Background: an optimization exercise with open tools, aiming at small area, a short achievable clock period and few clock cycles. Do not read the settings as production practice.
Only simulation tests tie the RTL to the original design; equivalence was not proved.
No activity file was given, so power comes from the tool's default toggle rates.

Design multiplier, start of the top module:
module multiplier ( input  wire clk, start, is_signed,
                    input  wire [31:0] a, b,
                    output wire [63:0] s,
                    output reg  done
                   );
  reg  [32:0] ar;             
  wire [32:0] ar_d;
  reg  [33:0] sr, cr;         
  reg  [31:0] l;              
  reg         ci;             
  reg  [7:0] plx, ply;      
  reg  [3:0] e1, e2, en;     
  reg         corr;           
  reg  [2:0] st;
  reg         cl;             
  reg         f0;             
  reg  [31:0] hr;             
  wire fin = (st == 3'd4);
  wire sq1 = sr[0] & ~f0;
  wire cq2 = cr[0] & ~f0;
  wire sq3 = sr[1] & ~f0;
  wire cq4 = cr[1] & ~f0;
  wire sq5 = sr[2] & ~f0;
  wire cq6 = cr[2] & ~f0;
  wire sq7 = sr[3] & ~f0;
  wire cq8 = cr[3] & ~f0;
  wire sq9 = sr[4] & ~f0;
  wire cq10 = cr[4] & ~f0;
  wire sq11 = sr[5] & ~f0;
  wire cq12 = cr[5] & ~f0;
  wire sq13 = sr[6] & ~f0;
  wire cq14 = cr[6] & ~f0;
  wire sq15 = sr[7] & ~f0;
  wire cq16 = cr[7] & ~f0;
  wire sq17 = sr[8] & ~f0;
  wire cq18 = cr[8] & ~f0;
  wire sq19 = sr[9] & ~f0;
  wire cq20 = cr[9] & ~f0;
  wire sq21 = sr[10] & ~f0;
  wire cq22 = cr[10] & ~f0;
  wire sq23 = sr[11] & ~f0;
  wire cq24 = cr[11] & ~f0;
  wire sq25 = sr[12] & ~f0;
  wire cq26 = cr[12] & ~f0;
  wire sq27 = sr[13] & ~f0;
  wire cq28 = cr[13] & ~f0;
  wire sq29 = sr[14] & ~f0;
  wire cq30 = cr[14] & ~f0;
  wire sq31 = sr[15] & ~f0;
  wire cq32 = cr[15] & ~f0;
  wire sq33 = sr[16] & ~f0;
  wire cq34 = cr[16] & ~f0;
  ...
export LEC_CHECK = 0
export CAP_MARGIN = 20
export CORE_MARGIN = 2
export CORE_UTILIZATION = 50
export SETUP_SLACK_MARGIN = 3.5
export SLEW_MARGIN = 20
export SYNTH_HIERARCHICAL = 1
create_clock -name core_clock -period 6.0 [get_ports {clk}]
standard.sh (not shown) runs the stock make flow with config.mk's settings and CLKGATE_MAP_FILE= SYNTH_SCRIPT=/design/flow/synth_recipe.tcl, a recipe that flattens the netlist after the stock synthesis.
==> flow/flow/run.sh <==
#!/bin/bash
# The standard layout, with faster port buffers (buf_2 instead of the
# default delay-cell buffer) so register-to-port paths are not limited by them.
set -euo pipefail
bash standard.sh "BUFFER_PORTS_ARGS=-buffer_cell sky130_fd_sc_hd__buf_2" finish > standard_flow.log 2>&1
Testbench counts at the start, summed over its fixed seeds: cycles 9,600.
Next try:
SETUP_SLACK_MARGIN = 3.3   (was 3.5)
Result: Worst setup slack got worse by 0.092 ns; design area went down by 5.9%; routed wire length went down by 5.8%; synthesized area stays the same; sequential share of layout area went up by 1.2 points.
Next try:
CORE_UTILIZATION = 40   (was 50)
SETUP_SLACK_MARGIN = 3.7   (was 3.3)
Outcome:
- The changed run finished clean
- count of clock-buffer cells in the layout is lower by 3
- power rises by 16%
- die area went up by 24%


== garnet ==
Starting RTL as in the previous note.
==> flow/config.mk <==
export PLATFORM = sky130hd
export DESIGN_NAME = multiplier
export DESIGN_NICKNAME = multiplier
export VERILOG_FILES = /design/flow/design.v
export SDC_FILE = /design/flow/constraint.sdc
export NUM_CORES = 4
export LEC_CHECK = 0
export CAP_MARGIN = 20
export CORE_MARGIN = 2
export CORE_UTILIZATION = 40
export SETUP_SLACK_MARGIN = 3.8
export SLEW_MARGIN = 20
export SYNTH_HIERARCHICAL = 1
==> flow/constraint.sdc <==
create_clock -name core_clock -period 6.0 [get_ports {clk}]
set_input_delay 1.2000 -clock core_clock [delete_from_list [all_inputs] [get_ports {clk}]]
set_output_delay 1.2000 -clock core_clock [all_outputs]
set_load 0.01 [all_outputs]
Scripts as last shown in full above: flow/flow/run.sh
garnet did not stop at any stage, and its layout met the timing, DRC and antenna checks.
Testbench counts of garnet, summed over its fixed seeds: cycles 9,600.
### garnet -> pepper
Settings: CORE_UTILIZATION now 50, was 40; SETUP_SLACK_MARGIN now 2.7, was 3.8.
==> comparison <==
For highest attainable clock frequency, dividing the value from garnet by the value from pepper gives 1.2.
Taking garnet as the reference point, the share of power burned in the clock network of pepper rises by 2.1 points.
The power per unit of standard cell area of pepper falls short of that of garnet by 16 mW/mm2.
Going from garnet to pepper, final cycle utilization of the critical path grows by 9.4 points.

[separate check: timing with driven ports]
No port has a modelled driver above. Below, the same layouts with a new extraction and two added sets of constraints.
Step 1 sets driving cells, clkbuf_16 on the clock port and buf_2 on the other inputs (assumed; they add their load-dependent delay and slew).
Step 2 times the ports against the registers' clock, not the clock port: input delays grow and output delays shrink by t, the midpoint of the rising clock arrivals with the driver on.
a / b / c = ideal / step 1 / step 2; a / b = the first two.
run	t, ns	slack for setup (ns)	hold slack, ns
the first run of note 1	0.509	3.494 / 3.489 / 3.167	0.541 / 0.541 / 0.541
the second run of note 1	0.516	3.402 / 3.402 / 3.005	0.571 / 0.571 / 0.571
the third run of note 1	0.528	3.412 / 3.412 / 3.334	0.504 / 0.504 / 0.504
garnet	0.513	3.452 / 3.452 / 3.397	0.568 / 0.568 / 0.568
pepper	0.514	2.890 / 2.890 / 2.890	0.533 / 0.533 / 0.533
After both steps every run listed still meets setup and hold. The setup slack of the second run of note 1, which loses most, moves by 0.000 ns with the drivers and by -0.397 ns with both steps.
